Source: an optimization exercise on an open RTL-to-GDS flow (aim: small area and a short achievable clock period). Production flows keep margins and buffers that such runs may drop.
The RTL was checked by simulation tests, not by an equivalence proof against the original design.
Power and IR drop assume default switching activity.

**flow/standard.sh**
```bash
#!/bin/bash
# synth_recipe.tcl (not shown) runs the flow's synth.tcl, then flattens the netlist and writes it again
# the make line also repeats each setting of config.mk as NAME=value (left out here)
make -C /OpenROAD-flow-scripts/flow DESIGN_CONFIG=/design/flow/config.mk WORK_HOME=/design/flow/orfs CLKGATE_MAP_FILE= SYNTH_SCRIPT=/design/flow/synth_recipe.tcl "${@:-finish}"
```
**flow/config.mk**
```make
export PLATFORM = sky130hd
export DESIGN_NAME = multiplier_logic
export DESIGN_NICKNAME = multiplier_logic
export VERILOG_FILES = /design/flow/design.v
export SDC_FILE = /design/flow/constraint.sdc
export NUM_CORES = 4
export LEC_CHECK = 0
export CAP_MARGIN = 20
export CORE_MARGIN = 2
export CORE_UTILIZATION = 40
export CTS_CLUSTER_DIAMETER = 60
export CTS_CLUSTER_SIZE = 50
export SETUP_SLACK_MARGIN = 2.5
export SLEW_MARGIN = 20
export SYNTH_HIERARCHICAL = 1
export SYNTH_MINIMUM_KEEP_SIZE = 0
```
**flow/design.v**
```verilog
module multiplier_logic (
    input  wire        clk,
    input  wire        rst_n,
    input  wire [15:0] a,
    input  wire [15:0] b,
    output reg  [31:0] y
);
  reg r1_a0;
  reg r1_a1;
  reg r1_a2;
  reg r1_a3;
  reg r1_a4;
  reg r1_a5;
  reg r1_a6;
  reg r1_a7;
  reg r1_a8;
  reg r1_a9;
  reg r1_a10;
  reg r1_a11;
  reg r1_a12;
  reg r1_a13;
  reg r1_a14;
  reg r1_a15;
  reg r1_b15;
  reg r1_one1;
  reg r1_two2;
  reg r1_neg3;
  reg r1_one4;
  reg r1_two5;
  reg r1_neg6;
  reg r1_one7;
  reg r1_two8;
  reg r1_neg9;
  reg r1_one10;
  reg r1_two11;
  reg r1_neg12;
  reg r1_one13;
  reg r1_two14;
  reg r1_neg15;
  reg r1_one16;
  reg r1_two17;
  reg r1_neg18;
  reg r1_one19;
  reg r1_two20;
  reg r1_neg21;
  reg r1_one22;
  reg r1_two23;
  reg r1_neg24;
  reg r2_s193;
  reg r2_s195;
  reg r2_s199;
  reg r2_c200;
  reg r2_s201;
  reg r2_p63;
  reg r2_s203;
  reg r2_c202;
  reg r2_c204;
  reg r2_s205;
  reg r2_s207;
  reg r2_s209;
  reg r2_c210;
  reg r2_s213;
  reg r2_c214;
  reg r2_s219;
  reg r2_c218;
  reg r2_s221;
  reg r2_c220;
  reg r2_s223;
  reg r2_s227;
  reg r2_c224;
  reg r2_s229;
  reg r2_s233;
  reg r2_c230;
  reg r2_s235;
  reg r2_c236;
  reg r2_s241;
  reg r2_s243;
  reg r2_s245;
  reg r2_s247;
  reg r2_c242;
  reg r2_c244;
  reg r2_s249;
  reg r2_s253;
  reg r2_s255;
  reg r2_c250;
  reg r2_s257;
  reg r2_s261;
  reg r2_c258;
  reg r2_s263;
  reg r2_s265;
  reg r2_s269;
  reg r2_s271;
  reg r2_c264;
  reg r2_c266;
  reg r2_s273;
  reg r2_s279;
  reg r2_c274;
  reg r2_s281;
  reg r2_s283;
  reg r2_c282;
  reg r2_c284;
  reg r2_s291;
  reg r2_s293;
  reg r2_s297;
  reg r2_c292;
  reg r2_c294;
  reg r2_s299;
  reg r2_s301;
  reg r2_c300;
  reg r2_c302;
  reg r2_s307;
  reg r2_s309;
  reg r2_s311;
  reg r2_s313;
  reg r2_c308;
  reg r2_c310;
  reg r2_s315;
  reg r2_s317;
  reg r2_s319;
  reg r2_c316;
  reg r2_s321;
  reg r2_s325;
  reg r2_c322;
  reg r2_s327;
  reg r2_s331;
  reg r2_c328;
  reg r2_s333;
  reg r2_c332;
  reg r2_s335;
  reg r2_c334;
  reg r2_s337;
  reg r2_s339;
  reg r2_c338;
  reg r2_s341;
  reg r2_c342;
  reg r2_s345;
  reg r2_c346;
  reg r2_s349;
  reg r2_c348;
  reg r2_s351;
  reg r2_c350;
  reg r2_c352;
  reg r2_s353;
  reg r2_s355;
  reg r3_r2_s193;
  reg r3_r2_s195;
  reg r3_r2_s199;
  reg r3_s357;
  reg r3_s361;
  reg r3_s365;
  reg r3_c366;
  reg r3_s367;
  reg r3_r2_c210;
  reg r3_r2_s213;
  reg r3_c368;
  reg r3_r2_c214;
  reg r3_r2_s219;
  reg r3_r2_s223;
  reg r3_s369;
  reg r3_c370;
  reg r3_s371;
  reg r3_c372;
  reg r3_s373;
  reg r3_c374;
  reg r3_s375;
  reg r3_s377;
  reg r3_s379;
  reg r3_c380;
  reg r3_s383;
  reg r3_c384;
  reg r3_s387;
  reg r3_s393;
  reg r3_c392;
  reg r3_s397;
  reg r3_c394;
  reg r3_c398;
  reg r3_s401;
  reg r3_s407;
  reg r3_c406;
  reg r3_s411;
  reg r3_c408;
  reg r3_s417;
  reg r3_c416;
  reg r3_s421;
  reg r3_c418;
  reg r3_s425;
  reg r3_c424;
  reg r3_s427;
  reg r3_c426;
  reg r3_s431;
  reg r3_s435;
  reg r3_s437;
  reg r3_c436;
  reg r3_s439;
  reg r3_s441;
  reg r3_c440;
  reg r3_s443;
  reg r3_r2_s355;
  reg r3_c444;
  wire one1 = b[0] ^ 1'b0;
  wire two2 = (b[1] & ~b[0] & ~1'b0) | (~b[1] & b[0] & 1'b0);
  wire neg3 = b[1];
  wire one4 = b[2] ^ b[1];
  wire two5 = (b[3] & ~b[2] & ~b[1]) | (~b[3] & b[2] & b[1]);
  wire neg6 = b[3];
  wire one7 = b[4] ^ b[3];
  wire two8 = (b[5] & ~b[4] & ~b[3]) | (~b[5] & b[4] & b[3]);
  wire neg9 = b[5];
  wire one10 = b[6] ^ b[5];
  wire two11 = (b[7] & ~b[6] & ~b[5]) | (~b[7] & b[6] & b[5]);
  wire neg12 = b[7];
  wire one13 = b[8] ^ b[7];
  wire two14 = (b[9] & ~b[8] & ~b[7]) | (~b[9] & b[8] & b[7]);
  wire neg15 = b[9];
  wire one16 = b[10] ^ b[9];
  wire two17 = (b[11] & ~b[10] & ~b[9]) | (~b[11] & b[10] & b[9]);
  wire neg18 = b[11];
  wire one19 = b[12] ^ b[11];
  wire two20 = (b[13] & ~b[12] & ~b[11]) | (~b[13] & b[12] & b[11]);
  wire neg21 = b[13];
  wire one22 = b[14] ^ b[13];
  wire two23 = (b[15] & ~b[14] & ~b[13]) | (~b[15] & b[14] & b[13]);
  wire neg24 = b[15];
  wire p25 = ((r1_one1 & r1_a0) | (r1_two2 & 1'b0)) ^ r1_neg3;
  wire p26 = ((r1_one1 & r1_a1) | (r1_two2 & r1_a0)) ^ r1_neg3;
  wire p27 = ((r1_one1 & r1_a2) | (r1_two2 & r1_a1)) ^ r1_neg3;
  wire p28 = ((r1_one1 & r1_a3) | (r1_two2 & r1_a2)) ^ r1_neg3;
  wire p29 = ((r1_one1 & r1_a4) | (r1_two2 & r1_a3)) ^ r1_neg3;
  wire p30 = ((r1_one1 & r1_a5) | (r1_two2 & r1_a4)) ^ r1_neg3;
  wire p31 = ((r1_one1 & r1_a6) | (r1_two2 & r1_a5)) ^ r1_neg3;
  wire p32 = ((r1_one1 & r1_a7) | (r1_two2 & r1_a6)) ^ r1_neg3;
  wire p33 = ((r1_one1 & r1_a8) | (r1_two2 & r1_a7)) ^ r1_neg3;
  wire p34 = ((r1_one1 & r1_a9) | (r1_two2 & r1_a8)) ^ r1_neg3;
  wire p35 = ((r1_one1 & r1_a10) | (r1_two2 & r1_a9)) ^ r1_neg3;
  wire p36 = ((r1_one1 & r1_a11) | (r1_two2 & r1_a10)) ^ r1_neg3;
  wire p37 = ((r1_one1 & r1_a12) | (r1_two2 & r1_a11)) ^ r1_neg3;
  wire p38 = ((r1_one1 & r1_a13) | (r1_two2 & r1_a12)) ^ r1_neg3;
  wire p39 = ((r1_one1 & r1_a14) | (r1_two2 & r1_a13)) ^ r1_neg3;
  wire p40 = ((r1_one1 & r1_a15) | (r1_two2 & r1_a14)) ^ r1_neg3;
  wire p41 = ((r1_one1 & 1'b0) | (r1_two2 & r1_a15)) ^ r1_neg3;
  wire ns42 = ~r1_neg3;
  wire ng43 = r1_neg3;
  wire p44 = ((r1_one4 & r1_a0) | (r1_two5 & 1'b0)) ^ r1_neg6;
  wire p45 = ((r1_one4 & r1_a1) | (r1_two5 & r1_a0)) ^ r1_neg6;
  wire p46 = ((r1_one4 & r1_a2) | (r1_two5 & r1_a1)) ^ r1_neg6;
  wire p47 = ((r1_one4 & r1_a3) | (r1_two5 & r1_a2)) ^ r1_neg6;
  wire p48 = ((r1_one4 & r1_a4) | (r1_two5 & r1_a3)) ^ r1_neg6;
  wire p49 = ((r1_one4 & r1_a5) | (r1_two5 & r1_a4)) ^ r1_neg6;
  wire p50 = ((r1_one4 & r1_a6) | (r1_two5 & r1_a5)) ^ r1_neg6;
  wire p51 = ((r1_one4 & r1_a7) | (r1_two5 & r1_a6)) ^ r1_neg6;
  wire p52 = ((r1_one4 & r1_a8) | (r1_two5 & r1_a7)) ^ r1_neg6;
  wire p53 = ((r1_one4 & r1_a9) | (r1_two5 & r1_a8)) ^ r1_neg6;
  wire p54 = ((r1_one4 & r1_a10) | (r1_two5 & r1_a9)) ^ r1_neg6;
  wire p55 = ((r1_one4 & r1_a11) | (r1_two5 & r1_a10)) ^ r1_neg6;
  wire p56 = ((r1_one4 & r1_a12) | (r1_two5 & r1_a11)) ^ r1_neg6;
  wire p57 = ((r1_one4 & r1_a13) | (r1_two5 & r1_a12)) ^ r1_neg6;
  wire p58 = ((r1_one4 & r1_a14) | (r1_two5 & r1_a13)) ^ r1_neg6;
  wire p59 = ((r1_one4 & r1_a15) | (r1_two5 & r1_a14)) ^ r1_neg6;
  wire p60 = ((r1_one4 & 1'b0) | (r1_two5 & r1_a15)) ^ r1_neg6;
  wire ns61 = ~r1_neg6;
  wire ng62 = r1_neg6;
  wire p63 = ((r1_one7 & r1_a0) | (r1_two8 & 1'b0)) ^ r1_neg9;
  wire p64 = ((r1_one7 & r1_a1) | (r1_two8 & r1_a0)) ^ r1_neg9;
  wire p65 = ((r1_one7 & r1_a2) | (r1_two8 & r1_a1)) ^ r1_neg9;
  wire p66 = ((r1_one7 & r1_a3) | (r1_two8 & r1_a2)) ^ r1_neg9;
  wire p67 = ((r1_one7 & r1_a4) | (r1_two8 & r1_a3)) ^ r1_neg9;
  wire p68 = ((r1_one7 & r1_a5) | (r1_two8 & r1_a4)) ^ r1_neg9;
  wire p69 = ((r1_one7 & r1_a6) | (r1_two8 & r1_a5)) ^ r1_neg9;
  wire p70 = ((r1_one7 & r1_a7) | (r1_two8 & r1_a6)) ^ r1_neg9;
  wire p71 = ((r1_one7 & r1_a8) | (r1_two8 & r1_a7)) ^ r1_neg9;
  wire p72 = ((r1_one7 & r1_a9) | (r1_two8 & r1_a8)) ^ r1_neg9;
  wire p73 = ((r1_one7 & r1_a10) | (r1_two8 & r1_a9)) ^ r1_neg9;
  wire p74 = ((r1_one7 & r1_a11) | (r1_two8 & r1_a10)) ^ r1_neg9;
  wire p75 = ((r1_one7 & r1_a12) | (r1_two8 & r1_a11)) ^ r1_neg9;
  wire p76 = ((r1_one7 & r1_a13) | (r1_two8 & r1_a12)) ^ r1_neg9;
  wire p77 = ((r1_one7 & r1_a14) | (r1_two8 & r1_a13)) ^ r1_neg9;
  wire p78 = ((r1_one7 & r1_a15) | (r1_two8 & r1_a14)) ^ r1_neg9;
  wire p79 = ((r1_one7 & 1'b0) | (r1_two8 & r1_a15)) ^ r1_neg9;
  wire ns80 = ~r1_neg9;
  wire ng81 = r1_neg9;
  wire p82 = ((r1_one10 & r1_a0) | (r1_two11 & 1'b0)) ^ r1_neg12;
  wire p83 = ((r1_one10 & r1_a1) | (r1_two11 & r1_a0)) ^ r1_neg12;
  wire p84 = ((r1_one10 & r1_a2) | (r1_two11 & r1_a1)) ^ r1_neg12;
  wire p85 = ((r1_one10 & r1_a3) | (r1_two11 & r1_a2)) ^ r1_neg12;
  wire p86 = ((r1_one10 & r1_a4) | (r1_two11 & r1_a3)) ^ r1_neg12;
  wire p87 = ((r1_one10 & r1_a5) | (r1_two11 & r1_a4)) ^ r1_neg12;
  wire p88 = ((r1_one10 & r1_a6) | (r1_two11 & r1_a5)) ^ r1_neg12;
  wire p89 = ((r1_one10 & r1_a7) | (r1_two11 & r1_a6)) ^ r1_neg12;
  wire p90 = ((r1_one10 & r1_a8) | (r1_two11 & r1_a7)) ^ r1_neg12;
  wire p91 = ((r1_one10 & r1_a9) | (r1_two11 & r1_a8)) ^ r1_neg12;
  wire p92 = ((r1_one10 & r1_a10) | (r1_two11 & r1_a9)) ^ r1_neg12;
  wire p93 = ((r1_one10 & r1_a11) | (r1_two11 & r1_a10)) ^ r1_neg12;
  wire p94 = ((r1_one10 & r1_a12) | (r1_two11 & r1_a11)) ^ r1_neg12;
  wire p95 = ((r1_one10 & r1_a13) | (r1_two11 & r1_a12)) ^ r1_neg12;
  wire p96 = ((r1_one10 & r1_a14) | (r1_two11 & r1_a13)) ^ r1_neg12;
  wire p97 = ((r1_one10 & r1_a15) | (r1_two11 & r1_a14)) ^ r1_neg12;
  wire p98 = ((r1_one10 & 1'b0) | (r1_two11 & r1_a15)) ^ r1_neg12;
  wire ns99 = ~r1_neg12;
  wire ng100 = r1_neg12;
  wire p101 = ((r1_one13 & r1_a0) | (r1_two14 & 1'b0)) ^ r1_neg15;
  wire p102 = ((r1_one13 & r1_a1) | (r1_two14 & r1_a0)) ^ r1_neg15;
  wire p103 = ((r1_one13 & r1_a2) | (r1_two14 & r1_a1)) ^ r1_neg15;
  wire p104 = ((r1_one13 & r1_a3) | (r1_two14 & r1_a2)) ^ r1_neg15;
  wire p105 = ((r1_one13 & r1_a4) | (r1_two14 & r1_a3)) ^ r1_neg15;
  wire p106 = ((r1_one13 & r1_a5) | (r1_two14 & r1_a4)) ^ r1_neg15;
  wire p107 = ((r1_one13 & r1_a6) | (r1_two14 & r1_a5)) ^ r1_neg15;
  wire p108 = ((r1_one13 & r1_a7) | (r1_two14 & r1_a6)) ^ r1_neg15;
  wire p109 = ((r1_one13 & r1_a8) | (r1_two14 & r1_a7)) ^ r1_neg15;
  wire p110 = ((r1_one13 & r1_a9) | (r1_two14 & r1_a8)) ^ r1_neg15;
  wire p111 = ((r1_one13 & r1_a10) | (r1_two14 & r1_a9)) ^ r1_neg15;
  wire p112 = ((r1_one13 & r1_a11) | (r1_two14 & r1_a10)) ^ r1_neg15;
  wire p113 = ((r1_one13 & r1_a12) | (r1_two14 & r1_a11)) ^ r1_neg15;
  wire p114 = ((r1_one13 & r1_a13) | (r1_two14 & r1_a12)) ^ r1_neg15;
  wire p115 = ((r1_one13 & r1_a14) | (r1_two14 & r1_a13)) ^ r1_neg15;
  wire p116 = ((r1_one13 & r1_a15) | (r1_two14 & r1_a14)) ^ r1_neg15;
  wire p117 = ((r1_one13 & 1'b0) | (r1_two14 & r1_a15)) ^ r1_neg15;
  wire ns118 = ~r1_neg15;
  wire ng119 = r1_neg15;
  wire p120 = ((r1_one16 & r1_a0) | (r1_two17 & 1'b0)) ^ r1_neg18;
  wire p121 = ((r1_one16 & r1_a1) | (r1_two17 & r1_a0)) ^ r1_neg18;
  wire p122 = ((r1_one16 & r1_a2) | (r1_two17 & r1_a1)) ^ r1_neg18;
  wire p123 = ((r1_one16 & r1_a3) | (r1_two17 & r1_a2)) ^ r1_neg18;
  wire p124 = ((r1_one16 & r1_a4) | (r1_two17 & r1_a3)) ^ r1_neg18;
  wire p125 = ((r1_one16 & r1_a5) | (r1_two17 & r1_a4)) ^ r1_neg18;
  wire p126 = ((r1_one16 & r1_a6) | (r1_two17 & r1_a5)) ^ r1_neg18;
  wire p127 = ((r1_one16 & r1_a7) | (r1_two17 & r1_a6)) ^ r1_neg18;
  wire p128 = ((r1_one16 & r1_a8) | (r1_two17 & r1_a7)) ^ r1_neg18;
  wire p129 = ((r1_one16 & r1_a9) | (r1_two17 & r1_a8)) ^ r1_neg18;
  wire p130 = ((r1_one16 & r1_a10) | (r1_two17 & r1_a9)) ^ r1_neg18;
  wire p131 = ((r1_one16 & r1_a11) | (r1_two17 & r1_a10)) ^ r1_neg18;
  wire p132 = ((r1_one16 & r1_a12) | (r1_two17 & r1_a11)) ^ r1_neg18;
  wire p133 = ((r1_one16 & r1_a13) | (r1_two17 & r1_a12)) ^ r1_neg18;
  wire p134 = ((r1_one16 & r1_a14) | (r1_two17 & r1_a13)) ^ r1_neg18;
  wire p135 = ((r1_one16 & r1_a15) | (r1_two17 & r1_a14)) ^ r1_neg18;
  wire p136 = ((r1_one16 & 1'b0) | (r1_two17 & r1_a15)) ^ r1_neg18;
  wire ns137 = ~r1_neg18;
  wire ng138 = r1_neg18;
  wire p139 = ((r1_one19 & r1_a0) | (r1_two20 & 1'b0)) ^ r1_neg21;
  wire p140 = ((r1_one19 & r1_a1) | (r1_two20 & r1_a0)) ^ r1_neg21;
  wire p141 = ((r1_one19 & r1_a2) | (r1_two20 & r1_a1)) ^ r1_neg21;
  wire p142 = ((r1_one19 & r1_a3) | (r1_two20 & r1_a2)) ^ r1_neg21;
  wire p143 = ((r1_one19 & r1_a4) | (r1_two20 & r1_a3)) ^ r1_neg21;
  wire p144 = ((r1_one19 & r1_a5) | (r1_two20 & r1_a4)) ^ r1_neg21;
  wire p145 = ((r1_one19 & r1_a6) | (r1_two20 & r1_a5)) ^ r1_neg21;
  wire p146 = ((r1_one19 & r1_a7) | (r1_two20 & r1_a6)) ^ r1_neg21;
  wire p147 = ((r1_one19 & r1_a8) | (r1_two20 & r1_a7)) ^ r1_neg21;
  wire p148 = ((r1_one19 & r1_a9) | (r1_two20 & r1_a8)) ^ r1_neg21;
  wire p149 = ((r1_one19 & r1_a10) | (r1_two20 & r1_a9)) ^ r1_neg21;
  wire p150 = ((r1_one19 & r1_a11) | (r1_two20 & r1_a10)) ^ r1_neg21;
  wire p151 = ((r1_one19 & r1_a12) | (r1_two20 & r1_a11)) ^ r1_neg21;
  wire p152 = ((r1_one19 & r1_a13) | (r1_two20 & r1_a12)) ^ r1_neg21;
  wire p153 = ((r1_one19 & r1_a14) | (r1_two20 & r1_a13)) ^ r1_neg21;
  wire p154 = ((r1_one19 & r1_a15) | (r1_two20 & r1_a14)) ^ r1_neg21;
  wire p155 = ((r1_one19 & 1'b0) | (r1_two20 & r1_a15)) ^ r1_neg21;
  wire ns156 = ~r1_neg21;
  wire ng157 = r1_neg21;
  wire p158 = ((r1_one22 & r1_a0) | (r1_two23 & 1'b0)) ^ r1_neg24;
  wire p159 = ((r1_one22 & r1_a1) | (r1_two23 & r1_a0)) ^ r1_neg24;
  wire p160 = ((r1_one22 & r1_a2) | (r1_two23 & r1_a1)) ^ r1_neg24;
  wire p161 = ((r1_one22 & r1_a3) | (r1_two23 & r1_a2)) ^ r1_neg24;
  wire p162 = ((r1_one22 & r1_a4) | (r1_two23 & r1_a3)) ^ r1_neg24;
  wire p163 = ((r1_one22 & r1_a5) | (r1_two23 & r1_a4)) ^ r1_neg24;
  wire p164 = ((r1_one22 & r1_a6) | (r1_two23 & r1_a5)) ^ r1_neg24;
  wire p165 = ((r1_one22 & r1_a7) | (r1_two23 & r1_a6)) ^ r1_neg24;
  wire p166 = ((r1_one22 & r1_a8) | (r1_two23 & r1_a7)) ^ r1_neg24;
  wire p167 = ((r1_one22 & r1_a9) | (r1_two23 & r1_a8)) ^ r1_neg24;
  wire p168 = ((r1_one22 & r1_a10) | (r1_two23 & r1_a9)) ^ r1_neg24;
  wire p169 = ((r1_one22 & r1_a11) | (r1_two23 & r1_a10)) ^ r1_neg24;
  wire p170 = ((r1_one22 & r1_a12) | (r1_two23 & r1_a11)) ^ r1_neg24;
  wire p171 = ((r1_one22 & r1_a13) | (r1_two23 & r1_a12)) ^ r1_neg24;
  wire p172 = ((r1_one22 & r1_a14) | (r1_two23 & r1_a13)) ^ r1_neg24;
  wire p173 = ((r1_one22 & r1_a15) | (r1_two23 & r1_a14)) ^ r1_neg24;
  wire p174 = ((r1_one22 & 1'b0) | (r1_two23 & r1_a15)) ^ r1_neg24;
  wire ns175 = ~r1_neg24;
  wire ng176 = r1_neg24;
  wire p177 = r1_a0 & r1_b15;
  wire p178 = r1_a1 & r1_b15;
  wire p179 = r1_a2 & r1_b15;
  wire p180 = r1_a3 & r1_b15;
  wire p181 = r1_a4 & r1_b15;
  wire p182 = r1_a5 & r1_b15;
  wire p183 = r1_a6 & r1_b15;
  wire p184 = r1_a7 & r1_b15;
  wire p185 = r1_a8 & r1_b15;
  wire p186 = r1_a9 & r1_b15;
  wire p187 = r1_a10 & r1_b15;
  wire p188 = r1_a11 & r1_b15;
  wire p189 = r1_a12 & r1_b15;
  wire p190 = r1_a13 & r1_b15;
  wire p191 = r1_a14 & r1_b15;
  wire p192 = r1_a15 & r1_b15;
  wire s193 = ng43 ^ p25;
  wire c194 = ng43 & p25;
  wire s195 = p26 ^ c194;
  wire c196 = p26 & c194;
  wire s197, c198;
  mult_fa u_s197 (.x(p44), .y(ng62), .z(p27), .s(s197), .c(c198));
  wire s199 = c196 ^ s197;
  wire c200 = c196 & s197;
  wire s201, c202;
  mult_fa u_s201 (.x(c198), .y(p28), .z(p45), .s(s201), .c(c202));
  wire s203, c204;
  mult_fa u_s203 (.x(p46), .y(ng81), .z(p29), .s(s203), .c(c204));
  wire s205, c206;
  mult_fa u_s205 (.x(p64), .y(p30), .z(p47), .s(s205), .c(c206));
  wire s207, c208;
  mult_fa u_s207 (.x(p48), .y(ng100), .z(p31), .s(s207), .c(c208));
  wire s209, c210;
  mult_fa u_s209 (.x(c206), .y(p65), .z(p82), .s(s209), .c(c210));
  wire s211, c212;
  mult_fa u_s211 (.x(p66), .y(p32), .z(p49), .s(s211), .c(c212));
  wire s213, c214;
  mult_fa u_s213 (.x(s211), .y(p83), .z(c208), .s(s213), .c(c214));
  wire s215, c216;
  mult_fa u_s215 (.x(p33), .y(ng119), .z(p101), .s(s215), .c(c216));
  wire s217, c218;
  mult_fa u_s217 (.x(p84), .y(p50), .z(p67), .s(s217), .c(c218));
  wire s219, c220;
  mult_fa u_s219 (.x(s217), .y(c212), .z(s215), .s(s219), .c(c220));
  wire s221, c222;
  mult_fa u_s221 (.x(p51), .y(p102), .z(p34), .s(s221), .c(c222));
  wire s223, c224;
  mult_fa u_s223 (.x(c216), .y(p68), .z(p85), .s(s223), .c(c224));
  wire s225, c226;
  mult_fa u_s225 (.x(p120), .y(ng138), .z(p103), .s(s225), .c(c226));
  wire s227, c228;
  mult_fa u_s227 (.x(p69), .y(p35), .z(p52), .s(s227), .c(c228));
  wire s229, c230;
  mult_fa u_s229 (.x(s225), .y(p86), .z(c222), .s(s229), .c(c230));
  wire s231, c232;
  mult_fa u_s231 (.x(p36), .y(p104), .z(p121), .s(s231), .c(c232));
  wire s233, c234;
  mult_fa u_s233 (.x(p87), .y(p53), .z(p70), .s(s233), .c(c234));
  wire s235, c236;
  mult_fa u_s235 (.x(s231), .y(c226), .z(c228), .s(s235), .c(c236));
  wire s237, c238;
  mult_fa u_s237 (.x(p122), .y(ng157), .z(p105), .s(s237), .c(c238));
  wire s239, c240;
  mult_fa u_s239 (.x(p54), .y(p139), .z(p37), .s(s239), .c(c240));
  wire s241, c242;
  mult_fa u_s241 (.x(c232), .y(p71), .z(p88), .s(s241), .c(c242));
  wire s243, c244;
  mult_fa u_s243 (.x(s239), .y(c234), .z(s237), .s(s243), .c(c244));
  wire s245, c246;
  mult_fa u_s245 (.x(p140), .y(p106), .z(p123), .s(s245), .c(c246));
  wire s247, c248;
  mult_fa u_s247 (.x(p72), .y(p38), .z(p55), .s(s247), .c(c248));
  wire s249, c250;
  mult_fa u_s249 (.x(c240), .y(p89), .z(c238), .s(s249), .c(c250));
  wire s251, c252;
  mult_fa u_s251 (.x(p124), .y(ng176), .z(p107), .s(s251), .c(c252));
  wire s253, c254;
  mult_fa u_s253 (.x(p39), .y(p141), .z(p158), .s(s253), .c(c254));
  wire s255, c256;
  mult_fa u_s255 (.x(p90), .y(p56), .z(p73), .s(s255), .c(c256));
  wire s257, c258;
  mult_fa u_s257 (.x(s251), .y(c246), .z(c248), .s(s257), .c(c258));
  wire s259, c260;
  mult_fa u_s259 (.x(p142), .y(p108), .z(p125), .s(s259), .c(c260));
  wire s261, c262;
  mult_fa u_s261 (.x(p57), .y(p159), .z(p40), .s(s261), .c(c262));
  wire s263, c264;
  mult_fa u_s263 (.x(c252), .y(p74), .z(p91), .s(s263), .c(c264));
  wire s265, c266;
  mult_fa u_s265 (.x(s259), .y(c254), .z(c256), .s(s265), .c(c266));
  wire s267, c268;
  mult_fa u_s267 (.x(p126), .y(p177), .z(p109), .s(s267), .c(c268));
  wire s269, c270;
  mult_fa u_s269 (.x(p41), .y(p143), .z(p160), .s(s269), .c(c270));
  wire s271, c272;
  mult_fa u_s271 (.x(p92), .y(p58), .z(p75), .s(s271), .c(c272));
  wire s273, c274;
  mult_fa u_s273 (.x(s267), .y(c260), .z(c262), .s(s273), .c(c274));
  wire s275, c276;
  mult_fa u_s275 (.x(p178), .y(1'b1), .z(ns42), .s(s275), .c(c276));
  wire s277, c278;
  mult_fa u_s277 (.x(p144), .y(p110), .z(p127), .s(s277), .c(c278));
  wire s279, c280;
  mult_fa u_s279 (.x(p76), .y(p161), .z(p59), .s(s279), .c(c280));
  wire s281, c282;
  mult_fa u_s281 (.x(c268), .y(p93), .z(s275), .s(s281), .c(c282));
  wire s283, c284;
  mult_fa u_s283 (.x(s277), .y(c270), .z(c272), .s(s283), .c(c284));
  wire s285, c286;
  mult_fa u_s285 (.x(p111), .y(1'b1), .z(p179), .s(s285), .c(c286));
  wire s287, c288;
  mult_fa u_s287 (.x(p162), .y(p128), .z(p145), .s(s287), .c(c288));
  wire s289, c290;
  mult_fa u_s289 (.x(p94), .y(p60), .z(p77), .s(s289), .c(c290));
  wire s291, c292;
  mult_fa u_s291 (.x(c280), .y(c276), .z(c278), .s(s291), .c(c292));
  wire s293, c294;
  mult_fa u_s293 (.x(s289), .y(s285), .z(s287), .s(s293), .c(c294));
  wire s295, c296;
  mult_fa u_s295 (.x(p112), .y(ns61), .z(p180), .s(s295), .c(c296));
  wire s297, c298;
  mult_fa u_s297 (.x(p163), .y(p129), .z(p146), .s(s297), .c(c298));
  wire s299, c300;
  mult_fa u_s299 (.x(c286), .y(p78), .z(p95), .s(s299), .c(c300));
  wire s301, c302;
  mult_fa u_s301 (.x(s295), .y(c288), .z(c290), .s(s301), .c(c302));
  wire s303, c304;
  mult_fa u_s303 (.x(p113), .y(1'b1), .z(p181), .s(s303), .c(c304));
  wire s305, c306;
  mult_fa u_s305 (.x(p164), .y(p130), .z(p147), .s(s305), .c(c306));
  wire s307, c308;
  mult_fa u_s307 (.x(c296), .y(p79), .z(p96), .s(s307), .c(c308));
  wire s309, c310;
  mult_fa u_s309 (.x(s305), .y(c298), .z(s303), .s(s309), .c(c310));
  wire s311, c312;
  mult_fa u_s311 (.x(p114), .y(ns80), .z(p182), .s(s311), .c(c312));
  wire s313, c314;
  mult_fa u_s313 (.x(p165), .y(p131), .z(p148), .s(s313), .c(c314));
  wire s315, c316;
  mult_fa u_s315 (.x(c306), .y(p97), .z(c304), .s(s315), .c(c316));
  wire s317, c318;
  mult_fa u_s317 (.x(p115), .y(1'b1), .z(p183), .s(s317), .c(c318));
  wire s319, c320;
  mult_fa u_s319 (.x(p166), .y(p132), .z(p149), .s(s319), .c(c320));
  wire s321, c322;
  mult_fa u_s321 (.x(c314), .y(p98), .z(c312), .s(s321), .c(c322));
  wire s323, c324;
  mult_fa u_s323 (.x(p116), .y(ns99), .z(p184), .s(s323), .c(c324));
  wire s325, c326;
  mult_fa u_s325 (.x(p167), .y(p133), .z(p150), .s(s325), .c(c326));
  wire s327, c328;
  mult_fa u_s327 (.x(s323), .y(c318), .z(c320), .s(s327), .c(c328));
  wire s329, c330;
  mult_fa u_s329 (.x(p117), .y(1'b1), .z(p185), .s(s329), .c(c330));
  wire s331, c332;
  mult_fa u_s331 (.x(p168), .y(p134), .z(p151), .s(s331), .c(c332));
  wire s333, c334;
  mult_fa u_s333 (.x(s329), .y(c324), .z(c326), .s(s333), .c(c334));
  wire s335, c336;
  mult_fa u_s335 (.x(p135), .y(ns118), .z(p186), .s(s335), .c(c336));
  wire s337, c338;
  mult_fa u_s337 (.x(c330), .y(p152), .z(p169), .s(s337), .c(c338));
  wire s339, c340;
  mult_fa u_s339 (.x(p136), .y(1'b1), .z(p187), .s(s339), .c(c340));
  wire s341, c342;
  mult_fa u_s341 (.x(c336), .y(p153), .z(p170), .s(s341), .c(c342));
  wire s343, c344;
  mult_fa u_s343 (.x(p154), .y(ns137), .z(p188), .s(s343), .c(c344));
  wire s345, c346;
  mult_fa u_s345 (.x(s343), .y(p171), .z(c340), .s(s345), .c(c346));
  wire s347, c348;
  mult_fa u_s347 (.x(p155), .y(1'b1), .z(p189), .s(s347), .c(c348));
  wire s349, c350;
  mult_fa u_s349 (.x(s347), .y(p172), .z(c344), .s(s349), .c(c350));
  wire s351, c352;
  mult_fa u_s351 (.x(p173), .y(ns156), .z(p190), .s(s351), .c(c352));
  wire s353, c354;
  mult_fa u_s353 (.x(p174), .y(1'b1), .z(p191), .s(s353), .c(c354));
  wire s355, c356;
  mult_fa u_s355 (.x(c354), .y(ns175), .z(p192), .s(s355), .c(c356));
  wire s357 = r2_c200 ^ r2_s201;
  wire c358 = r2_c200 & r2_s201;
  wire s359, c360;
  mult_fa u_s359 (.x(r2_s203), .y(r2_c202), .z(r2_p63), .s(s359), .c(c360));
  wire s361 = c358 ^ s359;
  wire c362 = c358 & s359;
  wire s363, c364;
  mult_fa u_s363 (.x(c360), .y(r2_c204), .z(r2_s205), .s(s363), .c(c364));
  wire s365 = c362 ^ s363;
  wire c366 = c362 & s363;
  wire s367, c368;
  mult_fa u_s367 (.x(c364), .y(r2_s207), .z(r2_s209), .s(s367), .c(c368));
  wire s369, c370;
  mult_fa u_s369 (.x(r2_s221), .y(r2_c218), .z(r2_c220), .s(s369), .c(c370));
  wire s371, c372;
  mult_fa u_s371 (.x(r2_s229), .y(r2_c224), .z(r2_s227), .s(s371), .c(c372));
  wire s373, c374;
  mult_fa u_s373 (.x(r2_s235), .y(r2_c230), .z(r2_s233), .s(s373), .c(c374));
  wire s375, c376;
  mult_fa u_s375 (.x(r2_s243), .y(r2_c236), .z(r2_s241), .s(s375), .c(c376));
  wire s377, c378;
  mult_fa u_s377 (.x(r2_s245), .y(r2_c242), .z(r2_c244), .s(s377), .c(c378));
  wire s379, c380;
  mult_fa u_s379 (.x(c376), .y(r2_s247), .z(r2_s249), .s(s379), .c(c380));
  wire s381, c382;
  mult_fa u_s381 (.x(r2_s255), .y(r2_c250), .z(r2_s253), .s(s381), .c(c382));
  wire s383, c384;
  mult_fa u_s383 (.x(s381), .y(r2_s257), .z(c378), .s(s383), .c(c384));
  wire s385, c386;
  mult_fa u_s385 (.x(r2_s263), .y(r2_c258), .z(r2_s261), .s(s385), .c(c386));
  wire s387, c388;
  mult_fa u_s387 (.x(s385), .y(r2_s265), .z(c382), .s(s387), .c(c388));
  wire s389, c390;
  mult_fa u_s389 (.x(r2_s269), .y(r2_c264), .z(r2_c266), .s(s389), .c(c390));
  wire s391, c392;
  mult_fa u_s391 (.x(c386), .y(r2_s271), .z(r2_s273), .s(s391), .c(c392));
  wire s393, c394;
  mult_fa u_s393 (.x(s391), .y(s389), .z(c388), .s(s393), .c(c394));
  wire s395, c396;
  mult_fa u_s395 (.x(r2_s281), .y(r2_c274), .z(r2_s279), .s(s395), .c(c396));
  wire s397, c398;
  mult_fa u_s397 (.x(s395), .y(r2_s283), .z(c390), .s(s397), .c(c398));
  wire s399, c400;
  mult_fa u_s399 (.x(r2_s291), .y(r2_c282), .z(r2_c284), .s(s399), .c(c400));
  wire s401, c402;
  mult_fa u_s401 (.x(s399), .y(r2_s293), .z(c396), .s(s401), .c(c402));
  wire s403, c404;
  mult_fa u_s403 (.x(r2_s297), .y(r2_c292), .z(r2_c294), .s(s403), .c(c404));
  wire s405, c406;
  mult_fa u_s405 (.x(c400), .y(r2_s299), .z(r2_s301), .s(s405), .c(c406));
  wire s407, c408;
  mult_fa u_s407 (.x(s405), .y(s403), .z(c402), .s(s407), .c(c408));
  wire s409, c410;
  mult_fa u_s409 (.x(r2_s307), .y(r2_c300), .z(r2_c302), .s(s409), .c(c410));
  wire s411, c412;
  mult_fa u_s411 (.x(s409), .y(r2_s309), .z(c404), .s(s411), .c(c412));
  wire s413, c414;
  mult_fa u_s413 (.x(r2_s311), .y(r2_c308), .z(r2_c310), .s(s413), .c(c414));
  wire s415, c416;
  mult_fa u_s415 (.x(c410), .y(r2_s313), .z(r2_s315), .s(s415), .c(c416));
  wire s417, c418;
  mult_fa u_s417 (.x(s415), .y(s413), .z(c412), .s(s417), .c(c418));
  wire s419, c420;
  mult_fa u_s419 (.x(r2_s319), .y(r2_c316), .z(r2_s317), .s(s419), .c(c420));
  wire s421, c422;
  mult_fa u_s421 (.x(s419), .y(r2_s321), .z(c414), .s(s421), .c(c422));
  wire s423, c424;
  mult_fa u_s423 (.x(r2_s327), .y(r2_c322), .z(r2_s325), .s(s423), .c(c424));
  wire s425, c426;
  mult_fa u_s425 (.x(c422), .y(c420), .z(s423), .s(s425), .c(c426));
  wire s427, c428;
  mult_fa u_s427 (.x(r2_s333), .y(r2_c328), .z(r2_s331), .s(s427), .c(c428));
  wire s429, c430;
  mult_fa u_s429 (.x(r2_s335), .y(r2_c332), .z(r2_c334), .s(s429), .c(c430));
  wire s431, c432;
  mult_fa u_s431 (.x(s429), .y(r2_s337), .z(c428), .s(s431), .c(c432));
  wire s433, c434;
  mult_fa u_s433 (.x(r2_s341), .y(r2_c338), .z(r2_s339), .s(s433), .c(c434));
  wire s435, c436;
  mult_fa u_s435 (.x(c432), .y(c430), .z(s433), .s(s435), .c(c436));
  wire s437, c438;
  mult_fa u_s437 (.x(c434), .y(r2_c342), .z(r2_s345), .s(s437), .c(c438));
  wire s439, c440;
  mult_fa u_s439 (.x(c438), .y(r2_c346), .z(r2_s349), .s(s439), .c(c440));
  wire s441, c442;
  mult_fa u_s441 (.x(r2_s351), .y(r2_c348), .z(r2_c350), .s(s441), .c(c442));
  wire s443, c444;
  mult_fa u_s443 (.x(c442), .y(r2_c352), .z(r2_s353), .s(s443), .c(c444));
  wire s445 = r3_c368 ^ r3_r2_c210;
  wire c446 = r3_c368 & r3_r2_c210;
  wire s447 = r3_r2_c214 ^ r3_r2_s219;
  wire c448 = r3_r2_c214 & r3_r2_s219;
  wire s449 = r3_r2_s223 ^ r3_s369;
  wire c450 = r3_r2_s223 & r3_s369;
  wire s451 = r3_c370 ^ r3_s371;
  wire c452 = r3_c370 & r3_s371;
  wire s453 = r3_c372 ^ r3_s373;
  wire c454 = r3_c372 & r3_s373;
  wire s455 = r3_c374 ^ r3_s375;
  wire c456 = r3_c374 & r3_s375;
  wire s457 = r3_s377 ^ r3_s379;
  wire c458 = r3_s377 & r3_s379;
  wire s459 = r3_c380 ^ r3_s383;
  wire c460 = r3_c380 & r3_s383;
  wire s461 = r3_c384 ^ r3_s387;
  wire c462 = r3_c384 & r3_s387;
  wire s463 = r3_c392 ^ r3_c394;
  wire c464 = r3_c392 & r3_c394;
  wire s465 = r3_c398 ^ r3_s401;
  wire c466 = r3_c398 & r3_s401;
  wire s467 = r3_c406 ^ r3_c408;
  wire c468 = r3_c406 & r3_c408;
  wire s469 = r3_c416 ^ r3_c418;
  wire c470 = r3_c416 & r3_c418;
  wire s471 = r3_c424 ^ r3_c426;
  wire c472 = r3_c424 & r3_c426;
  wire [31:0] ra = {r3_c444, r3_s443, r3_c440, r3_s439, r3_c436, r3_s435, r3_s431, r3_s427, r3_s425, r3_s421, r3_s417, r3_s411, r3_s407, c464, r3_s397, r3_s393, c460, c458, c456, c454, c452, c450, c448, c446, r3_r2_s213, r3_c366, r3_s365, r3_s361, r3_s357, r3_r2_s199, r3_r2_s195, r3_r2_s193};
  wire [31:0] rb = {r3_r2_s355, 1'b0, r3_s441, 1'b0, r3_s437, 1'b0, c472, s471, c470, s469, c468, s467, c466, s465, s463, c462, s461, s459, s457, s455, s453, s451, s449, s447, s445, r3_s367, 1'b0, 1'b0, 1'b0, 1'b0, 1'b0, 1'b0};
  wire [20:0] plo = ra[19:0] + rb[19:0];
  reg [20:0] r4_plo;
  reg [11:0] r4_ha, r4_hb;
  always @(posedge clk) begin r4_plo <= plo; r4_ha <= ra[31:20]; r4_hb <= rb[31:20]; end
  wire [12:0] phs = {r4_ha, r4_plo[20]} + {r4_hb, r4_plo[20]};
  wire [11:0] phi = phs[12:1];
  wire [31:0] prod = {phi, r4_plo[19:0]};
  always @(posedge clk) begin
    r1_a0 <= a[0];
    r1_a1 <= a[1];
    r1_a2 <= a[2];
    r1_a3 <= a[3];
    r1_a4 <= a[4];
    r1_a5 <= a[5];
    r1_a6 <= a[6];
    r1_a7 <= a[7];
    r1_a8 <= a[8];
    r1_a9 <= a[9];
    r1_a10 <= a[10];
    r1_a11 <= a[11];
    r1_a12 <= a[12];
    r1_a13 <= a[13];
    r1_a14 <= a[14];
    r1_a15 <= a[15];
    r1_b15 <= b[15];
    r1_one1 <= one1;
    r1_two2 <= two2;
    r1_neg3 <= neg3;
    r1_one4 <= one4;
    r1_two5 <= two5;
    r1_neg6 <= neg6;
    r1_one7 <= one7;
    r1_two8 <= two8;
    r1_neg9 <= neg9;
    r1_one10 <= one10;
    r1_two11 <= two11;
    r1_neg12 <= neg12;
    r1_one13 <= one13;
    r1_two14 <= two14;
    r1_neg15 <= neg15;
    r1_one16 <= one16;
    r1_two17 <= two17;
    r1_neg18 <= neg18;
    r1_one19 <= one19;
    r1_two20 <= two20;
    r1_neg21 <= neg21;
    r1_one22 <= one22;
    r1_two23 <= two23;
    r1_neg24 <= neg24;
    r2_s193 <= s193;
    r2_s195 <= s195;
    r2_s199 <= s199;
    r2_c200 <= c200;
    r2_s201 <= s201;
    r2_p63 <= p63;
    r2_s203 <= s203;
    r2_c202 <= c202;
    r2_c204 <= c204;
    r2_s205 <= s205;
    r2_s207 <= s207;
    r2_s209 <= s209;
    r2_c210 <= c210;
    r2_s213 <= s213;
    r2_c214 <= c214;
    r2_s219 <= s219;
    r2_c218 <= c218;
    r2_s221 <= s221;
    r2_c220 <= c220;
    r2_s223 <= s223;
    r2_s227 <= s227;
    r2_c224 <= c224;
    r2_s229 <= s229;
    r2_s233 <= s233;
    r2_c230 <= c230;
    r2_s235 <= s235;
    r2_c236 <= c236;
    r2_s241 <= s241;
    r2_s243 <= s243;
    r2_s245 <= s245;
    r2_s247 <= s247;
    r2_c242 <= c242;
    r2_c244 <= c244;
    r2_s249 <= s249;
    r2_s253 <= s253;
    r2_s255 <= s255;
    r2_c250 <= c250;
    r2_s257 <= s257;
    r2_s261 <= s261;
    r2_c258 <= c258;
    r2_s263 <= s263;
    r2_s265 <= s265;
    r2_s269 <= s269;
    r2_s271 <= s271;
    r2_c264 <= c264;
    r2_c266 <= c266;
    r2_s273 <= s273;
    r2_s279 <= s279;
    r2_c274 <= c274;
    r2_s281 <= s281;
    r2_s283 <= s283;
    r2_c282 <= c282;
    r2_c284 <= c284;
    r2_s291 <= s291;
    r2_s293 <= s293;
    r2_s297 <= s297;
    r2_c292 <= c292;
    r2_c294 <= c294;
    r2_s299 <= s299;
    r2_s301 <= s301;
    r2_c300 <= c300;
    r2_c302 <= c302;
    r2_s307 <= s307;
    r2_s309 <= s309;
    r2_s311 <= s311;
    r2_s313 <= s313;
    r2_c308 <= c308;
    r2_c310 <= c310;
    r2_s315 <= s315;
    r2_s317 <= s317;
    r2_s319 <= s319;
    r2_c316 <= c316;
    r2_s321 <= s321;
    r2_s325 <= s325;
    r2_c322 <= c322;
    r2_s327 <= s327;
    r2_s331 <= s331;
    r2_c328 <= c328;
    r2_s333 <= s333;
    r2_c332 <= c332;
    r2_s335 <= s335;
    r2_c334 <= c334;
    r2_s337 <= s337;
    r2_s339 <= s339;
    r2_c338 <= c338;
    r2_s341 <= s341;
    r2_c342 <= c342;
    r2_s345 <= s345;
    r2_c346 <= c346;
    r2_s349 <= s349;
    r2_c348 <= c348;
    r2_s351 <= s351;
    r2_c350 <= c350;
    r2_c352 <= c352;
    r2_s353 <= s353;
    r2_s355 <= s355;
    r3_r2_s193 <= r2_s193;
    r3_r2_s195 <= r2_s195;
    r3_r2_s199 <= r2_s199;
    r3_s357 <= s357;
    r3_s361 <= s361;
    r3_s365 <= s365;
    r3_c366 <= c366;
    r3_s367 <= s367;
    r3_r2_c210 <= r2_c210;
    r3_r2_s213 <= r2_s213;
    r3_c368 <= c368;
    r3_r2_c214 <= r2_c214;
    r3_r2_s219 <= r2_s219;
    r3_r2_s223 <= r2_s223;
    r3_s369 <= s369;
    r3_c370 <= c370;
    r3_s371 <= s371;
    r3_c372 <= c372;
    r3_s373 <= s373;
    r3_c374 <= c374;
    r3_s375 <= s375;
    r3_s377 <= s377;
    r3_s379 <= s379;
    r3_c380 <= c380;
    r3_s383 <= s383;
    r3_c384 <= c384;
    r3_s387 <= s387;
    r3_s393 <= s393;
    r3_c392 <= c392;
    r3_s397 <= s397;
    r3_c394 <= c394;
    r3_c398 <= c398;
    r3_s401 <= s401;
    r3_s407 <= s407;
    r3_c406 <= c406;
    r3_s411 <= s411;
    r3_c408 <= c408;
    r3_s417 <= s417;
    r3_c416 <= c416;
    r3_s421 <= s421;
    r3_c418 <= c418;
    r3_s425 <= s425;
    r3_c424 <= c424;
    r3_s427 <= s427;
    r3_c426 <= c426;
    r3_s431 <= s431;
    r3_s435 <= s435;
    r3_s437 <= s437;
    r3_c436 <= c436;
    r3_s439 <= s439;
    r3_s441 <= s441;
    r3_c440 <= c440;
    r3_s443 <= s443;
    r3_r2_s355 <= r2_s355;
    r3_c444 <= c444;
  end
  reg [3:0] v;
  always @(posedge clk) begin
    if (!rst_n) begin
      v <= 4'd0;
      y <= 32'd0;
    end else begin
      v <= {v[2:0], 1'b1};
      y <= v[3] ? prod : 32'd0;
    end
  end
endmodule
module mult_fa (input wire x, input wire y, input wire z, output wire s, output wire c);
  assign s = x ^ y ^ z;
  assign c = (x & y) | (x & z) | (y & z);
endmodule
```
**flow/flow/run.sh**
```bash
#!/bin/bash
# Layout: the standard flow (standard.sh) with two changes to how it is
# built, none to what is built or measured:
#  - the port buffers that global placement inserts are plain buf_1 cells
#    (repair_timing still resizes any that timing needs);
#  - clock tree synthesis runs with the settings of config.mk
#    (CTS_CLUSTER_SIZE 50, CTS_CLUSTER_DIAMETER 60) but inserts no dummy
#    load cells.
# All tool output goes to standard_flow.log here; ORFS's per-step logs stay
# under orfs/logs/.
set -euo pipefail
export BUFFER_PORTS_ARGS="-buffer_cell sky130_fd_sc_hd__buf_1"
export CTS_ARGS="-sink_clustering_enable -repair_clock_nets -sink_clustering_size 50 -sink_clustering_max_diameter 60 -dont_use_dummy_load"
export SKIP_GATE_CLONING=1
bash standard.sh > standard_flow.log 2>&1
```
**flow/constraint.sdc**
```tcl
create_clock -name core_clock -period 4.5 [get_ports {clk}]
set_input_delay 0.9000 -clock core_clock [delete_from_list [all_inputs] [get_ports {clk}]]
set_output_delay 0.9000 -clock core_clock [all_outputs]
set_load 0.01 [all_outputs]
```
==> results.cfg, run 1 <==
[sta]
drv_slew = 0
hold_viol_final = 0
fmax_mhz = 510
setup_violations = 0
post-route-min-period_ns = 1.96
clock-skew-final_ns = 0.0626
rsz0062_at_grt = yes
setup_tns_ns = 0
period_share_pct = 43.5

[pwr]
worst_ir_drop_vdd_mv = 0.342
intPower_w = 0.00606
power.share.sequential_pct = 40.1
switchingPower_w = 0.00325
clkPwrFrac_pct = 17.1
leakage_nw = 5.29
sw_frac_of_total_pct = 34.9
power_frac_comb_pct = 42.8
power-per-cell-area_nw_per_um2 = 669

[setup_path]
worstPathMaxFanout = 8
crit_required_ns = 4.91
r2r_slack_ns = 2.54
crit_path_end_kind = register
start_kind = register
worstPathArrival_ns = 2.37
criticalPathCategory = register to register

[floorplan]
die_area_um2 = 32200
row_count = 64
start_util_pct = 40.4
core_um2 = 30400
die_w_um = 179
die_h_um = 179
pin_count = 66

[yosys]
synth_edf_count = 0
syn_avg_cell_area_um2 = 12.1
netlist_area_um2 = 12300
yosys_warnings = 7
synth_top_area_share_pct = 43.8
yosysTopAreaCell = dfxtp_1
ys.flop_type = dfxtp_1
synthArstFlopShare_pct = 0
ys_types = 55
ys_seq_elements = 269
seq_area_frac_synth_pct = 43.8
synth.area.top_cells = dfxtp_1, fa_1, xnor2_1, a22oi_1, ha_1
synth_cells = 1016

[routing]
wl_per_cell_um = 17.8
antenna_left = 0
via_per_inst = 5.09
vias = 7368
drc = 0
drtIter0Drc = 509
routed_wl_um = 25800
first_pass_iters = 5

[global_route]
antenna_found_initial = 1
grt_pass1_wl_um = 40800
grt_pass1_vias = 7600
gr-total-overflow = 0
grt_max_degree = 30
grt_usage_pct = 16.2

[finish]
filler_cell_count = 2809
finalNonFillerCells = 1447
multi_input_area_um2 = 6750
final_cell_mix = dfxtp_1, xnor2_1, fa_1
final-seq-area_um2 = 5530
final_net_count = 1250
diodes = 0
syn_to_final_growth_pct = 13.0
final_common_cell = dfxtp_1
drive_gt1_share_pct = 12.6

[place]
portBuffers = 65
post-place-cells = 1399
globalplace.congestion = 0.839
hpwl_um = 17100

[job]
drv_cap = 0

[clocking]
ctsHoldBuffers = 0
htree_levels = 1
cts_buffers = 21
clock_latency_ns = 0.54
cts_sinks = 269
clock_path_buffers = 3
clkSlewWorstSetupHoldPaths_ns = 0.10
cts.root.buffer_cell = clkbuf_16
cts_tree = built

[run_status]
status = finished clean

[min_path]
hold_class = register to register
==> per-module statistics from Yosys, one instance, submodules excluded <==
module            flops+latches  times used
multiplier_logic            269           1
mult_fa                       0         120
==> layer usage <==
layer | track usage, % | vias up | part of all wire [%]
met4 | 5.21 | 0 | 2.2
met2 | 24.8 | 241 | 44
met3 | 3.54 | 41 | 7.4
li1 | - | 3497 | -
met5 | 0 | - | 0
met1 | 22.9 | 3589 | 47
==> power groups by stage <==
stage | clock network [W] | logic [W] | registers [W]
2_1_floorplan | 0 | 0.00277 | 0.00356
3_3_place_gp | 0 | 0.00336 | 0.00378
3_5_place_dp | 0 | 0.00342 | 0.00379
4_1_cts | 0.00165 | 0.00375 | 0.00374
5_1_grt | 0.00175 | 0.00451 | 0.00384
6_report | 0.00159 | 0.00399 | 0.00374
==> path summary, 6_finish.rpt <==
check                             start          to  cells past startpoint
worst max-delay path              r1_a6     r2_s321                      6
worst min-delay path            r2_s355  r3_r2_s355                      0
worst max register to register    r1_a6     r2_s321                      6
worst min register to register  r2_s355  r3_r2_s355                      0
==> Yosys cell counts (3+ instances only) <==
cell       instances
buf_2             17
and2_1            20
o21ai_0           14
nand4_1            3
nand2b_1           8
o211ai_1           3
nand2_1           24
or3_1              3
and3_1            27
inv_1             10
a21o_1             7
a211oi_1           5
nand3_1            4
clkbuf_1          72
xnor2_1          142
a22oi_1          122
a2111oi_0          4
fa_1             122
a31oi_1            3
nor2b_1            3
nand3b_1           7
dfxtp_1          269
nor2_1            13
nor3_1             8
xor2_1            15
a21oi_1           17
ha_1              41
==> registers in the layout, summed over array words and instances (netlist names), 4 cells and up <==
| signal | count |
|---|---|
| r4_plo | 21 |
| r4_ha | 12 |
| y | 32 |
| v | 4 |
| r4_hb | 9 |
==> cell families after synthesis <==
group | Yosys count | synth area share [%]
flip-flops | 269 | 43.8
AO/OA/AOI/OAI | 194 | 11.6
adder cells (fa/ha/maj) | 163 | 24.0
XOR/XNOR | 157 | 11.2
AND/OR/NAND/NOR | 130 | 5.98
buffers and inverters | 101 | 3.31
other | 1 | 0.0305
multiplexers | 1 | 0.0813
==> area by class of cell <==
class                   instances  area share, %
inverters                      10          0.270
multi-input cells             653           48.5
clock buffers                  21           3.78
flip-flops and latches        269           39.8
repair buffers                 98           4.10
well taps                     396           3.56
==> critical path, stage by stage, from the launching register on <==
cell     delay [ns]
dfxtp_4        0.45
buf_6          0.19
buf_4          0.14
a22oi_2        0.06
xnor2_1        0.17
fa_1           0.40
fa_1           0.47
==> stage by stage <==
stage	area, um^2	power [W]	utilization (%)	worst slack (ns)	hold WS [ns]
after global routing	13900	0.0101	45.7	2.46	0.313
final	13900	0.00931	45.7	2.54	0.302
after floorplan	12400	0.00633	-	2.50	0.310
after global placement	12700	0.00714	41.9	1.88	0.311
after CTS	13600	0.00914	44.6	2.48	0.307
after detailed placement	12700	0.00722	41.9	1.81	0.312
==> what timing repair did <==
action                     in CTS  in global routing
hold endpoints to repair        0                  0
buffers inserted                7                 20
resized for setup              88                 36
setup endpoints to repair      74                 34
pin swaps                       7                 12
==> run 2, diff against run 1 <==
--- a/flow/flow/run.sh
+++ b/flow/flow/run.sh
@@ -11,5 +11,4 @@
 set -euo pipefail
 export BUFFER_PORTS_ARGS="-buffer_cell sky130_fd_sc_hd__buf_1"
 export CTS_ARGS="-sink_clustering_enable -repair_clock_nets -sink_clustering_size 50 -sink_clustering_max_diameter 60 -dont_use_dummy_load"
-export SKIP_GATE_CLONING=1
 bash standard.sh > standard_flow.log 2>&1
--- a/flow/config.mk
+++ b/flow/config.mk
@@ -5,12 +5,12 @@
 export SDC_FILE = /design/flow/constraint.sdc
 export NUM_CORES = 4
 export LEC_CHECK = 0
-export CAP_MARGIN = 20
+export CAP_MARGIN = 0
 export CORE_MARGIN = 2
 export CORE_UTILIZATION = 40
 export CTS_CLUSTER_DIAMETER = 60
 export CTS_CLUSTER_SIZE = 50
 export SETUP_SLACK_MARGIN = 2.5
-export SLEW_MARGIN = 20
+export SLEW_MARGIN = 0
 export SYNTH_HIERARCHICAL = 1
 export SYNTH_MINIMUM_KEEP_SIZE = 0
==> run 2 against run 1 <==
Highest routed layer unchanged. Clock power is 3% higher. Maximum frequency fell by 0.27%. Routed wire length down 0.64%. Synthesized area unchanged. Still clean. Utilization down 0.12 points. Clock-buffer cell count grew 1. Die area stayed put.
==> results.cfg, run 2 <==
[clocking]
cts.root.buffer_cell = clkbuf_16
clock_path_buffers = 3
cts_tree = built
cts_sinks = 269
clkSlewWorstSetupHoldPaths_ns = 0.09
clock_latency_ns = 0.53
htree_levels = 1
cts_buffers = 22

[setup_path]
critical_path.cell_chain = ha_1, ha_4, a21o_1, a2111oi_2, a211oi_1, xor2_1
worstPathArrival_ns = 2.35
worstPathMaxFanout = 5
worstReg2RegStart = r3_s377
criticalPathCategory = register to register
r2r_cells = 6
r2r_end = r4_plo[16]
crit_path_end_kind = register
cp_slowest_cell = a2111oi_2
cp-startpoint = r3_s377
worstSetupEndpoint = r4_plo[16]
crit_required_ns = 4.88
start_kind = register
r2r_slack_ns = 2.54
cpPeakStageDelay_ns = 0.38

[pwr]
worst_ir_drop_vdd_mv = 0.321
leakage_nw = 5.24
finalPower_w = 0.00944
power-per-cell-area_nw_per_um2 = 681

[finish]
top_register = y
final_net_count = 1241
syn_to_final_growth_pct = 12.8
final-seq-area_um2 = 5540
largest_reg_flops = 32
final_cell_mix = dfxtp_1, xnor2_1, fa_1
filler_cell_count = 2792
drive_gt1_share_pct = 12.3
reg.largest.list = y (32), r4_plo (21), r4_ha (12)
multi_input_area_um2 = 6800
final_common_cell = dfxtp_1
diodes = 0

[sta]
setup_violations = 0
rsz0062_at_grt = yes
clock-skew-final_ns = 0.0554
post-route-min-period_ns = 1.96
fmax_mhz = 509
period_share_pct = 43.7
hold_viol_final = 0
setup_tns_ns = 0
drv_slew = 0

[yosys]
ys_types = 55
netlist_area_um2 = 12300
synth_cells = 1016
synth_commonest_cells = dfxtp_1, xnor2_1, a22oi_1, fa_1, clkbuf_1
synth_most_common_cell = dfxtp_1
synth_edf_count = 0
seq_area_frac_synth_pct = 43.8
synthArstFlopShare_pct = 0
ys_seq_elements = 269
synth_top_area_share_pct = 43.8
ys.flop_type = dfxtp_1
syn_avg_cell_area_um2 = 12.1
yosys_warnings = 7
yosysTopAreaCell = dfxtp_1
synth.area.top_cells = dfxtp_1, fa_1, xnor2_1, a22oi_1, ha_1

[routing]
first_pass_iters = 5
drc = 0
antenna_left = 0
wl_per_cell_um = 17.8
routed_wl_um = 25600
vias = 7381
via_per_inst = 5.13
drtIter0Drc = 495

[floorplan]
die_area_um2 = 32200
die_h_um = 179
start_util_pct = 40.4
die_w_um = 179
pin_count = 66
row_count = 64
core_um2 = 30400

[global_route]
met1_usage_pct = 23.3
grt_pass1_vias = 7525
grt_use_met2_pct = 24.7
grt_pass1_wl_um = 40900
grt_max_degree = 29
grt_usage_pct = 16.2
grt-busiest-layer = met2
gr-total-overflow = 0
grt_use_met3_pct = 3.44
antenna_found_initial = 0

[place]
portBuffers = 65
globalplace.congestion = 0.839
hpwl_um = 17100

[min_path]
hold_class = register to register

[run_status]
status = finished clean

[job]
drv_cap = 0
[run 2: cells by family (layout without fill, tap and decap cells)]
family	after synthesis	count (layout)	synth area share, %
xor gates and xnor gates	157	157	11.2
other	1	8	0.0305
AOI/OAI and AO/OA	194	194	11.6
muxes	1	1	0.0813
DFF	269	269	43.8
buffers and inverters	101	120	3.31
and+or+nand+nor	130	130	5.98
adders and majority gates	163	163	24.0
[run 2: worst min path at each step]
| stage | from | endpoint | cells after the start |
|---|---|---|---|
| after floorplan | r2_c210 | r3_r2_c210 | 0 |
| after CTS | r3_s437 | r4_hb[7] | 0 |
| final | r3_s437 | r4_hb[7] | 0 |
| after global routing | r3_s437 | r4_hb[7] | 0 |
| after global placement | r3_s421 | r4_ha[2] | 0 |
| after detailed placement | r3_s437 | r4_hb[7] | 0 |
[run 2: layer usage]
metal	wire [um]	part of all wire, %
met5	0	0
met4	467	1.8
met3	1880	7.3
met2	11300	44
met1	12000	47
[run 2: layout make-up]
cell class	count	share of cell area, %
clock buffer	22	3.97
inverter	10	0.271
multi-input combinational	653	49.0
sequential	269	39.9
tap	396	3.57
timing repair buffer	88	3.25
[run 2: repair_timing]
item                       CTS  global route
pin swaps                    6            11
hold buffers                 0             0
setup endpoints to repair   86            37
resized for setup           94            40
setup buffers                6            11
[run 2: Yosys stat by module (local to each module, per instance)]
module	cell area [um^2]	flops+latches	copies in the design	cells
mult_fa	20.0	0	120	1
multiplier_logic	9900	269	1	896
[run 2: worst max-delay path: cells and delay by family (launching register included)]
kind	cells	cell delay, ns
XOR/XNOR	1	0.15
AO/OA/AOI/OAI	3	0.75
adder cells (fa/ha/maj)	2	0.59
flip-flops	1	0.31
[run 2: metrics by stage]
stage	utilization [%]	area, um^2	hold slack (ns)	std cells	setup slack (ns)
after floorplan	-	12400	0.310	1023	2.50
after global placement	41.9	12700	0.311	1399	1.88
after detailed placement	41.9	12700	0.312	1399	1.81
after CTS	44.7	13600	0.305	1427	2.46
after global routing	45.6	13900	0.307	1438	2.44
final	45.6	13900	0.306	1438	2.54
[run 2: where the power goes]
group	switching [W]	total (W)	internal, W
combinational	0.00203	0.00407	0.00204
sequential	0.000491	0.00375	0.00326
clock	0.000767	0.00163	0.000858
==> run 3, diff against run 2 <==
--- a/flow/config.mk
+++ b/flow/config.mk
@@ -5,12 +5,13 @@
 export SDC_FILE = /design/flow/constraint.sdc
 export NUM_CORES = 4
 export LEC_CHECK = 0
-export CAP_MARGIN = 0
+export CAP_MARGIN = 20
 export CORE_MARGIN = 2
 export CORE_UTILIZATION = 40
 export CTS_CLUSTER_DIAMETER = 60
 export CTS_CLUSTER_SIZE = 50
+export PLACE_DENSITY = 0.65
 export SETUP_SLACK_MARGIN = 2.5
-export SLEW_MARGIN = 0
+export SLEW_MARGIN = 20
 export SYNTH_HIERARCHICAL = 1
 export SYNTH_MINIMUM_KEEP_SIZE = 0
==> run 3 against run 2 <==
Register-to-register slack lost 0.03 ns. Maximum frequency is 1.7% lower. Non-clock buffer count is the same. Clock power is 9% lower. Synthesized cell count unchanged. Hold slack worse by 0.032 ns. Clock-buffer cell count is 3 lower.
==> results.cfg, run 3 <==
[run_status]
status = finished clean

[setup_path]
crit_path_end_kind = register
r2r_slack_ns = 2.50
worstPathMaxFanout = 16
worstReg2RegStart = r1_two23
start_kind = register
crit_required_ns = 4.86
r2r_cells = 4
worstPathArrival_ns = 2.36
criticalPathCategory = register to register
r2r_end = r2_s293

[sta]
drv_slew = 0
fmax_mhz = 500
setup_violations = 0
whs_ns = 0.274
period_share_pct = 44.4
clock-skew-final_ns = 0.0598
hold_viol_final = 0
setup_tns_ns = 0
worstMarginPinSlew_ns = 0.525
maxSlewHeadroom_pct = 65.0
post-route-min-period_ns = 2.00
rsz0062_at_grt = yes

[finish]
final_common_cell = dfxtp_1
final_net_count = 1238
largest_reg_flops = 32
finalNonFillerCells = 1435
final_cell_mix = dfxtp_1, xnor2_1, fa_1
top_register = y
drive_gt1_share_pct = 10.6
reg.largest.list = y (32), r4_plo (21), r4_ha (12)
syn_to_final_growth_pct = 11.3
diodes = 0

[clocking]
cts_sinks = 269
clock_path_buffers = 3
clkSlewWorstSetupHoldPaths_ns = 0.11
clock_latency_ns = 0.51
cts_buffers = 19
cts_tree = built
cts.root.buffer_cell = clkbuf_16
htree_levels = 1

[pwr]
power-per-cell-area_nw_per_um2 = 655
power.share.sequential_pct = 41.7
switchingPower_w = 0.00313
sw_frac_of_total_pct = 34.9
worst_ir_drop_vdd_mv = 0.269
leakage_nw = 5.20
intPower_w = 0.00584
power_frac_comb_pct = 41.7
clkPwrFrac_pct = 16.6

[job]
drv_cap = 0

[min_path]
hold_path_depth = 0
holdPathEnd = r3_r2_s199
hold_start = r2_s199
hold_class = register to register

[routing]
antenna_left = 0
drtIter0Drc = 591
drc = 0
via_per_inst = 5.14
wl_per_cell_um = 17.6
routed_wl_um = 25200
first_pass_iters = 6
vias = 7370

[floorplan]
die_area_um2 = 32200
row_count = 64
start_util_pct = 40.4
die_h_um = 179
die_w_um = 179
core_um2 = 30400
pin_count = 66

[place]
portBuffers = 65
post-place-cells = 1400
globalplace.congestion = 0.830
hpwl_um = 17300

[yosys]
ys.flop_type = dfxtp_1
syn_avg_cell_area_um2 = 12.1
synth.area.top_cells = dfxtp_1, fa_1, xnor2_1, a22oi_1, ha_1
synth_top_area_share_pct = 43.8
yosys_warnings = 7
synth_cells = 1016
ys_seq_elements = 269
synth_commonest_cells = dfxtp_1, xnor2_1, a22oi_1, fa_1, clkbuf_1
synthArstFlopShare_pct = 0
synth_most_common_cell = dfxtp_1
synth_edf_count = 0
ys_types = 55
netlist_area_um2 = 12300
seq_area_frac_synth_pct = 43.8
yosysTopAreaCell = dfxtp_1

[global_route]
grt_pass1_vias = 7505
grt_pass1_wl_um = 40200
grt_usage_pct = 15.9
gr-total-overflow = 0
grt_max_degree = 34
antenna_found_initial = 0
==> run 3: how the worst max path moves through the flow <==
stage	to	slack [ns]	from
2_1_floorplan	r2_s235	2.50	r1_a10
6_report	r2_s293	2.50	r1_two23
5_1_grt	r4_plo[16]	2.45	r3_s377
3_3_place_gp	r2_s293	2.01	r1_neg6
4_1_cts	r2_s293	2.48	r1_one10
3_5_place_dp	r2_s293	2.03	r1_neg18
==> run 3: repair_timing <==
item,4_1_cts,5_1_grt
buffers inserted,1,15
hold buffers,0,0
pin swaps,7,7
resized for setup,78,28
cloned,0,0
endpoints found under the setup margin,71,31
==> run 3: layout make-up <==
class                           count  area (um^2)
Clock buffer                       19          475
Inverter                           10         37.5
Tap cell                          396          495
Timing Repair Buffer               88          462
Sequential cell                   269         5530
Fill cell                        2809        16700
Multi-Input combinational cell    653         6690
==> run 3: worst max-delay path, cell delays in order (launching register included) <==
cell,delay (ns)
dfxtp_2,0.57
a22oi_1,0.14
xnor2_1,0.24
fa_1,0.47
fa_1,0.45
==> run 3: per-stage QoR <==
step	worst slack, ns	area [um^2]	total power [W]	util, %
CTS	2.48	13500	0.00890	44.2
global placement	2.01	12800	0.00708	41.9
global route	2.45	13700	0.00975	45.0
detailed placement	2.03	12800	0.00719	41.9
floorplan	2.50	12400	0.00633	-
finish	2.50	13700	0.00897	45.0
==> run 3: power groups by stage <==
stage	logic, W	clock network (W)	registers (W)
floorplan	0.00277	0	0.00356
finish	0.00374	0.00148	0.00374
global route	0.00429	0.00162	0.00383
CTS	0.00360	0.00154	0.00376
global placement	0.00329	0	0.00379
detailed placement	0.00338	0	0.00381
==> run 3: per-module statistics from Yosys, one instance, submodules excluded <==
| module | flops+latches | times used | area [um^2] |
|---|---|---|---|
| multiplier_logic | 269 | 1 | 9900 |
| mult_fa | 0 | 120 | 20.0 |
==> run 3: kinds of logic after synthesis <==
group	after synthesis	synth area share, %
flip-flops	269	43.8
AO/OA/AOI/OAI	194	11.6
adder cells (fa/ha/maj)	163	24.0
XOR/XNOR	157	11.2
AND/OR/NAND/NOR	130	5.98
buffers and inverters	101	3.31
other	1	0.0305
multiplexers	1	0.0813
==> run 3: metal layers <==
metal	up-vias	GRT usage, %	part of all wire (%)	wire length [um]
met5	-	0	0	0
met3	47	3.14	8.3	2080
li1	3477	-	-	-
met1	3569	22.2	45	11300
met4	0	5.24	2.2	553
met2	277	24.7	45	11300

what the ideal ports hide:
Ports are ideal in the flow. The routed layouts listed here were re-timed in OpenROAD. Step 1 assumes that a clkbuf_16 drives the clock port and a buf_2 every other input. Step 2, shift: input delay + t, output delay - t, t = (earliest + latest rising clock arrival at the registers) / 2. This alone moves slack from input paths to output paths. Three values: no drivers, after step 1, after step 2; two values: the first two.
run | t, ns | slack for setup (ns) | latest minus earliest clock arrival (ns)
run 1 | 0.553 | 2.541 / 2.541 / 2.262 | 0.062 / 0.063
run 2 | 0.551 | 2.535 / 2.535 / 2.273 | 0.055 / 0.055
run 3 | 0.531 | 2.501 / 2.501 / 2.228 | 0.066 / 0.066
After both steps setup and hold are still met in every run listed. For run 1, which loses most, drivers alone change the setup slack by 0.000 ns; drivers and shift together by -0.279 ns.
